From an optimization exercise on the open Yosys and OpenROAD flow, aimed at small area, a short achievable clock period and few clock cycles per item; shortcuts taken in it are not production practice. In this exercise RTL edits were held to simulation tests only and were not proved equivalent to the original. Power figures rest on the tool's default switching activity, not on a simulated workload.

--- flow/config.mk ---
export PLATFORM = sky130hd
export DESIGN_NAME = converter
export DESIGN_NICKNAME = converter
export VERILOG_FILES = /design/flow/design.v
export SDC_FILE = /design/flow/constraint.sdc
export NUM_CORES = 4
export LEC_CHECK = 0
export CAP_MARGIN = 20
export CORE_MARGIN = 2
export CORE_UTILIZATION = 40
export PLACE_DENSITY = 0.6
export SLEW_MARGIN = 20
--- flow/constraint.sdc ---
create_clock -name core_clock -period 10.0 [get_ports {clk}]
set_input_delay 2.0000 -clock core_clock [delete_from_list [all_inputs] [get_ports {clk}]]
set_output_delay 2.0000 -clock core_clock [all_outputs]
set_load 0.01 [all_outputs]
--- flow/design.v ---
module converter (clk, rst, number_in, valid_in,conv_type, select, reverse, number_out, valid_out);
input clk, rst;   
input reverse;    
input valid_in;   
input [31:0] number_in;  
input [1:0]  conv_type;  
input [2:0]  select;  
output [31:0] number_out;   
output valid_out;   
reg [31:0] conv_factor;   
reg [31:0] conv_add;    
wire m_valid_in,m_valid_out;  
wire a_valid_in,a_valid_out;  
wire [31:0] m_number_in,m_number_out;  
wire [31:0] a_number_in,a_number_out;  
fp_mul fp_mult(clk,rst,m_number_in,conv_factor,m_valid_in,m_number_out,m_valid_out);  
fp_add_sub fp_add(clk,rst,a_number_in,conv_add,a_valid_in,a_number_out,a_valid_out);  
assign m_number_in = (conv_type != 2'b11)? number_in   : (!reverse) ? a_number_out : number_in;
assign m_valid_in  = (conv_type != 2'b11)? valid_in    : (!reverse) ? a_valid_out  : valid_in ;
assign a_number_in = (conv_type != 2'b11)? 32'h0       : (!reverse) ? number_in    : m_number_out;
assign a_valid_in  = (conv_type != 2'b11)? 1'b0        : (!reverse) ? valid_in     : m_valid_out;
assign number_out  = (conv_type != 2'b11)? m_number_out: (!reverse) ? m_number_out : a_number_out;
assign valid_out   = (conv_type != 2'b11)? m_valid_out : (!reverse) ? m_valid_out  : a_valid_out ;
always @(posedge clk)
  begin
      if (rst) begin   
         conv_factor <= 0;
         conv_add    <= 0;
      end else 
      begin
  if(conv_type == 2'b00)   
      begin
      case (select)   
         0: conv_factor <= (!reverse) ? 32'h41cb3333 : 32'h3d214270;  
         1: conv_factor <= (!reverse) ? 32'h40228f5c : 32'h3ec9930c;  
         2: conv_factor <= (!reverse) ? 32'h3cd013a9 : 32'h421d7afb;  
         3: conv_factor <= (!reverse) ? 32'h3e9c0ebf : 32'h4051f944;  
         4: conv_factor <= (!reverse) ? 32'h399fcd90 : 32'h454d0d70;  
         5: conv_factor <= (!reverse) ? 32'h3f6a161e : 32'h3f8bfb83;  
         6: conv_factor <= (!reverse) ? 32'h3a6fb458 : 32'h4488b3a0;  
         7: conv_factor <= (!reverse) ? 32'h3fcdfd8b : 32'h3f1f1349;  
      endcase
      end
   else if(conv_type == 2'b01)  
         begin
            case (select)   
               0: conv_factor <= (!reverse) ? 32'h46dd7c00 : 32'h3813f27b;  
               1: conv_factor <= (!reverse) ? 32'h41e2cccd : 32'h3d107acc;  
               2: conv_factor <= (!reverse) ? 32'h43e2cccd : 32'h3b107ab7;  
               3: conv_factor <= (!reverse) ? 32'h3ee83e42 : 32'h400d17ee;  
               4: conv_factor <= (!reverse) ? 32'h40cb35a8 : 32'h3e214091;  
               5: conv_factor <= (!reverse) ? 32'h424b353f : 32'h3ca140c2;  
               6: conv_factor <= (!reverse) ? 32'h4462cccd : 32'h3a907ab7;  
               7: conv_factor <= (!reverse) ? 32'h3f683e42 : 32'h3f8d17ee;  
            endcase
         end
   else if(conv_type == 2'b10)  
         begin
            case (select)   
               0: conv_factor <= (!reverse) ? 32'h41831893 : 32'h3d79f341;  
               1: conv_factor <= (!reverse) ? 32'h3ce7ff58 : 32'h420d3e31;  
               2: conv_factor <= (!reverse) ? 32'h41ec978d : 32'h3d0a7f80;  
               3: conv_factor <= (!reverse) ? 32'h3cf2452c : 32'h42074102;  
               4: conv_factor <= (!reverse) ? 32'h43ec999a : 32'h3b0a7eca;  
               5: conv_factor <= (!reverse) ? 32'h3ef24745 : 32'h40073fd5;  
               6: conv_factor <= (!reverse) ? 32'h407243fe : 32'h3e8741a8;  
               7: conv_factor <= (!reverse) ? 32'h3b781479 : 32'h43841621;  
            endcase
         end
   else if(conv_type == 2'b11)  
         begin
            conv_add    <= (!reverse) ? 32'hc2000000 : 32'h42000000;  
            conv_factor <= (!reverse) ? 32'h3f0e38e4 : 32'h3fe66666;  
         end
   end
   end
endmodule   
module fp_mul(clk,rst,num1,num2,start,num_out,done);
input clk;  
input rst;  
input [31:0] num1;   
input [31:0] num2;   
input start;          
output [31:0] num_out;   
output done;             
reg done;   
reg [31:0] num_out;  
reg [23:0] num1_m, num2_m, out_m;   
reg [9:0] num1_exp, num2_exp, out_exp;  
reg num1_s,num2_s,out_s;   
reg [49:0] temp_product;   
reg [25:0] junk;  
reg [2:0] compute_state;   
parameter init_var        = 3'd0,
          check_number    = 3'd1,
          multiply_start  = 3'd2,
          multiply_finish = 3'd3,
          normalize       = 3'd4,
          output_result   = 3'd5;
always @(posedge clk)
begin
   if (rst) begin   
	 compute_state <= init_var;
    done <= 0;
    num_out <= 0;
   end
	else begin
		case(compute_state)
         init_var:
			begin
         done <= 0;  
				if (start)   
				begin
					num1_s <= num1[31];
					num2_s <= num2[31];
					num1_exp <= num1[30:23]-127;
					num2_exp <= num2[30:23]-127;
               num1_m <= num1[22:0];
					num2_m <= num2[22:0];
					compute_state <= check_number;  
				 end
			 end
         check_number:
         begin
				if ($signed(num1_exp) == -127) begin
				num1_exp <= -126;
				end
				else begin
				num1_m[23] <= 1;   
				end
				if ($signed(num2_exp) == -127) begin
				num2_exp <= -126;
				end 
				else begin
				num2_m[23] <= 1;   
				end
				compute_state <= multiply_start;  
			 end
         multiply_start:
         begin
            out_s <= num1_s ^ num2_s;  
            out_exp <= num1_exp + num2_exp + 1;  
            temp_product <= num1_m * num2_m * 4;  
            compute_state <= multiply_finish;  
         end
         multiply_finish:
         begin
            out_m <= temp_product[49:26];   
		      junk <= temp_product[25:0];   
            compute_state <= normalize;  
         end
         normalize:
         begin
            if (out_m[23] == 0) begin 
            out_exp <= out_exp - 1;
			   out_m <= out_m << 1;
            out_m[0] <= 0;
            end
		      else begin
            compute_state <= output_result;  
            end
         end
         output_result:
         begin
            done <= 1;  
            num_out[31] <= out_s;
            num_out[30:23] <= out_exp[7:0]+127;  
            num_out[22:0] <= out_m[22:0];
            compute_state <= init_var;  
         end
      endcase
	 end
end
endmodule
module fp_add_sub(clk,rst,num1,num2,start,num_out,done);
input clk;   
input rst;   
input [31:0] num1;   
input [31:0] num2;   
input start;          
output [31:0] num_out;   
output done;             
reg done;   
reg [31:0] num_out;  
reg [23:0] num1_m, num2_m;   
reg [23:0] out_m;  
reg [9:0] num1_exp, num2_exp, out_exp;  
reg num1_s, num2_s, out_s;   
reg [24:0] temp_sum_m;   
reg [2:0] compute_state;   
parameter init_var      = 3'd0,  
          balance       = 3'd1,
          start_adding  = 3'd2,
          check_overflow= 3'd3,
          normalize     = 3'd4,
          output_result = 3'd5;
always @(posedge clk)
begin
   if (rst) begin   
    compute_state <= init_var;
    done <= 0;
    num_out <= 0;
   end 
   else begin 
      case(compute_state)
         init_var:
         begin
         done <= 0;  
            if(start)   
            begin
               num1_s <= num1[31];
               num2_s <= num2[31];
               num1_exp <= num1[30:23]-127;
               num2_exp <= num2[30:23]-127;
               num1_m <= {1'b1,num1[22:0]};
               num2_m <= {1'b1,num2[22:0]};
               compute_state <= balance;  
            end
         end
         balance:
         begin
            if ($signed(num1_exp) > $signed(num2_exp)) begin   
               num2_exp <= num2_exp + 1;  
               num2_m <= num2_m >> 1;     
               end else if ($signed(num1_exp) < $signed(num2_exp)) begin  
               num1_exp <= num1_exp + 1;
               num1_m <= num1_m >> 1;
               end else begin  
               compute_state <= start_adding;
               end
         end
         start_adding:
         begin
              out_exp <= num1_exp;  
              if (num1_s == num2_s) begin  
              temp_sum_m <= num1_m + num2_m;  
              out_s <= num1_s;  
              end else begin
              if (num1_m >= num2_m) begin 
              temp_sum_m <= num1_m - num2_m;
              out_s <= num1_s;
              end else begin
              temp_sum_m <= num2_m - num1_m;
              out_s <= num2_s;
                       end
                  end
              compute_state <= check_overflow;   
         end
         check_overflow:
         begin
              if (temp_sum_m[24]) begin
              out_m <= temp_sum_m[24:1];
              out_exp <= out_exp + 1;
              end else begin  
              out_m <= temp_sum_m[23:0];
              end
              compute_state <= normalize;   
         end
         normalize:
         begin
               if (out_m[23] == 0 && $signed(out_exp) > -126) begin
               out_exp <= out_exp - 1;
               out_m <= out_m << 1;
               end else begin 
               compute_state <= output_result;  
               end
         end
         output_result:
         begin
               done <= 1;   
               num_out[31] <= out_s;
               num_out[30:23] <= out_exp[7:0]+127;  
               num_out[22:0] <= out_m[22:0];
               compute_state <= init_var;  
         end
      endcase
   end
end
endmodule
--- flow/run.sh ---
#!/bin/bash
# synth_recipe.tcl (not shown) runs the flow's synth.tcl, then flattens the netlist and writes it again
# the make line also repeats each setting of config.mk as NAME=value (left out here)
make -C /OpenROAD-flow-scripts/flow DESIGN_CONFIG=/design/flow/config.mk WORK_HOME=/design/flow/orfs CLKGATE_MAP_FILE= SYNTH_SCRIPT=/design/flow/synth_recipe.tcl finish
==> flow_metrics.env <==
export IMPL_status="no timing/DRC/antenna violations"
export IMPL_grt_usage_pct=23.0
export IMPL_grt_ovfl_total=0
export IMPL_synth_cells=4296
export IMPL_max_cap_violations=0
export IMPL_skew_ns=0.0282
export IMPL_gp_congestion=0.939
export IMPL_grt_met1_usage_pct=31.4
export IMPL_wl_per_cell_um=20.6
export IMPL_worst_slack_ns=1.97
export IMPL_syn_nets=5098
export IMPL_hp_class="flip-flop to flip-flop"
export IMPL_post_cts_buffers=0
export IMPL_critPathKind="flip-flop to flip-flop"
export IMPL_drc=0
export IMPL_setup_viol=0
export IMPL_yosysSeqAreaShare_pct=24.7
export IMPL_crit_path_end_kind="flip-flop"
export IMPL_met3_usage_pct=3.16
export IMPL_dieArea_mm2=0.101
export IMPL_postCtsHoldBufs=0
export IMPL_r2r_end="fp_mult.temp_product[45]"
export IMPL_reg2reg_from="fp_mult.num1_m[7]"
export IMPL_synth_edf_count=254
export IMPL_ys_types=90
export IMPL_tightest_slew_ns=1.18
export IMPL_ff2ff_path_depth=24
export IMPL_drive_gt1_share_pct=6.22
export IMPL_die_y_um=317
export IMPL_hold_violations=0
export IMPL_antenna_found_initial=6
export IMPL_p_leak_nw=18.7
export IMPL_netlist_area_mm2=0.0393
export IMPL_clockBufferDepth=3
export IMPL_fin_crit_ns=8.03
export IMPL_maxSlewViolCount=0
export IMPL_hold_end="fp_mult.num2_m[10]"
export IMPL_dp_hpwl_mm=85.0
export IMPL_met2_usage_pct=38.6
export IMPL_regToRegSetupSlack_ns=1.97
export IMPL_yosys_warnings=3
export IMPL_die_x_um=317
export IMPL_pre_cts_slack_ns=1.99
export IMPL_rsz0062_at_grt="no"
export IMPL_synth_seq_cells=357
export IMPL_crit_arrival_ns=8.36
export IMPL_wl_mm=114
export IMPL_timing_final_crit_share_pct=80.3
export IMPL_grt_pass1_vias=30700
export IMPL_htree_levels=2
export IMPL_start_util_pct=40.5
export IMPL_synthToLayoutAreaGrowth_pct=8.39
export IMPL_synth_ff_type="edfxtp_1"
export IMPL_cts_tree="yes"
export IMPL_slew_limit_headroom_pct=21.2
export IMPL_grt_max_degree=79
export IMPL_power_density_mw_per_mm2=370
export IMPL_avgSynthCellArea_um2=9.14
export IMPL_vias=30000
export IMPL_min_from="conv_factor[10]"
export IMPL_worstPathMaxFanout=24
export IMPL_coreArea_mm2=0.0970
export IMPL_antenna_left=0
export IMPL_synth_async_sr_flop_share_pct=0
export IMPL_nNetsFinal=5028
export IMPL_crit_required_ns=10.33
export IMPL_top_level_ports=74
export IMPL_crit_path_start_kind="flip-flop"
export IMPL_final_cell_area_mm2=0.0426
export IMPL_vias_per_cell=5.42
export IMPL_setup_tns_ns=0
export IMPL_cts_sinks=357
export IMPL_grt_pass1_wl_mm=179
export IMPL_hold_depth=0
export IMPL_cts_resized=0
export IMPL_clk_pin_slew_worst_paths_ns=0.07
export IMPL_place_area_mm2=0.0412
export IMPL_clk_latency_ns=0.59
export IMPL_ctsRootBufferMaster="clkbuf_16"
export IMPL_drt_pass1_iter_count=6
export IMPL_cts_buffers=42
export IMPL_top_usage_layer="met2"
export IMPL_ir_worst_vdd_mv=0.518
export IMPL_fmax_mhz=125
export IMPL_num_rows=114
export IMPL_drt_iter0_drc=2365
export IMPL_portBuffers=73
-- worst max-delay path: stages, from the launching register on --
cell and delay (ns):
edfxtp_1 1.08, nand2_1 0.21, fa_1 0.58, inv_1 0.06
fa_1 0.49, inv_1 0.05, fa_1 0.54, inv_1 0.05
fa_1 0.52, fa_1 0.45, fa_1 0.51, inv_1 0.05
fa_1 0.47, inv_1 0.04, ha_1 0.36, nand4_2 0.18
nor2_2 0.18, nand3_2 0.11, o41ai_4 0.38, o2111ai_2 0.33
o21ai_4 0.31, a31oi_4 0.15, o31ai_4 0.40, a21oi_1 0.14
xnor2_1 0.15
-- routing by layer --
metal,up-vias,wire [um]
met3,202,7640
met2,1066,54500
met5,-,16
li1,13700,-
met4,2,2900
met1,15000,48900
-- cell type report --
class | count | area, um^2
Fill cell | 9550 | 54400
Multi-Input combinational cell | 3031 | 26200
Sequential cell | 357 | 9690
Inverter | 661 | 2480
Tap cell | 1276 | 1600
Clock buffer | 63 | 1260
Timing Repair Buffer | 133 | 1170
Clock inverter | 15 | 145
Antenna cell | 1 | 2.50
-- metrics by stage --
stage	hold WS, ns	power, W	utilization [%]	instances
finish	0.388	0.0157	43.9	5537
detailed placement	0.389	0.0142	42.4	5457
global route	0.397	0.0175	43.9	5537
global placement	0.385	0.0141	42.4	5457
floorplan	0.386	0.0106	-	4296
CTS	0.394	0.0159	43.9	5535
-- Yosys cell counts (14+ instances only) --
master    number  share of area, %
inv_1        656               6.3
nand3_1       64              0.82
o21bai_1      21              0.40
nand2b_1      45              0.72
nor3_1        37              0.47
a211oi_1      33              0.63
and2_1       292               4.7
dfxtp_1      103               5.2
a21oi_1      288               3.7
mux2_2        87               2.5
o22ai_1       14              0.22
nor2_1       254               2.4
mux2i_1       52               1.3
a21o_1        36              0.69
ha_1         275               8.8
nor2b_1       21              0.33
o21ai_0      152               1.9
edfxtp_1     254                19
nand2_1      537               5.1
xnor2_1       79               1.8
fa_1         486                25
a31oi_1       18              0.29
clkbuf_1     207               2.0
buf_2         16              0.20
buf_1         19              0.18
xor2_1        29              0.65
nand4_1       18              0.29
-- worst max path at each step --
stage                            from                        to  slack [ns]  cells after the start
detailed placement  fp_mult.num1_m[7]  fp_mult.temp_product[49]        1.99                     24
global route        fp_mult.num2_m[3]  fp_mult.temp_product[49]        1.53                     24
finish              fp_mult.num1_m[7]  fp_mult.temp_product[45]        1.97                     24
global placement    fp_mult.num1_m[7]  fp_mult.temp_product[49]        2.06                     24
floorplan                     reverse         fp_mult.num1_m[0]        3.08                      6
CTS                 fp_mult.num1_m[7]  fp_mult.temp_product[49]        1.96                     24
-- cells by family (layout without fill, tap and decap cells) --
| family | after synthesis | after routing | synth area share [%] |
|---|---|---|---|
| other cells | 0 | 1 | 0 |
| simple gates | 1328 | 1328 | 15.9 |
| compound gates | 692 | 692 | 10.8 |
| fa+ha+maj | 761 | 761 | 33.5 |
| flops | 357 | 357 | 24.7 |
| buf+inv | 908 | 872 | 8.79 |
| xor+xnor | 108 | 108 | 2.41 |
| mux | 142 | 142 | 3.91 |
-- layout by cell type, fill, tap and decap left out, types with 14 or more instances in the layout --
cell / Yosys / final
o21bai_1: 21 / 21
edfxtp_1: 254 / 254
nand4_1: 18 / 18
xor2_1: 29 / 28
nor2_1: 254 / 251
nand3_1: 64 / 63
nand2b_1: 45 / 44
o22ai_1: 14 / 14
ha_1: 275 / 275
clkdlybuf4s50_1: 0 / 69
mux2_2: 87 / 87
mux2i_1: 52 / 52
nand2_1: 537 / 535
dfxtp_1: 103 / 103
a21oi_1: 288 / 286
nor2b_1: 21 / 21
a211oi_1: 33 / 33
clkbuf_16: 0 / 45
a31oi_1: 18 / 18
buf_4: 3 / 61
xnor2_1: 79 / 78
a21o_1: 36 / 36
fa_1: 486 / 486
o21ai_0: 152 / 151
nor3_1: 37 / 34
o21ai_1: 13 / 14
and2_1: 292 / 292
inv_1: 656 / 656
-- flip-flops by register name, indices dropped and copies added (netlist names), 24 cells and up --
name,count
fp_mult.temp_product,24
fp_add.out_m,24
fp_add.num2_m,24
fp_mult.num_out,32
fp_add.num1_m,24
conv_factor,29
fp_add.temp_sum_m,25
fp_mult.out_m,24
fp_add.num_out,32
fp_mult.num1_m,24
fp_mult.num2_m,24
-- power breakdown --
group | leakage (nW) | switching (W) | internal, W
logic | 14.9 | 0.00729 | 0.00463
clock network | 0.674 | 0.000669 | 0.000911
registers | 3.16 | 0.000108 | 0.00215
total | 18.7 | 0.00807 | 0.00768
Testbench counts, summed over its fixed seeds: cycles 22,573, items 2,503.

[re-timing with driven ports]
In the flow no input, the clock included, has a driving cell. The finished layout below was timed again as built, in two steps.
Step 1 sets driving cells, clkbuf_16 on the clock port and buf_2 on the other inputs (assumed; they add their load-dependent delay and slew).
Step 2 times the ports against the registers' clock, not the clock port: input delays grow and output delays shrink by t, the midpoint of the rising clock arrivals with the driver on.
Slacks: ideal / step 1 / step 2; pairs: ideal / step 1.
shift t [ns]: 0.643
setup slack, ns: 1.970 / 1.970 / 1.970
worst setup path after step 2: register to register
After both steps setup and hold are still met in this run. The setup slack of this run moves by 0.000 ns with the drivers and by 0.000 ns with both steps.
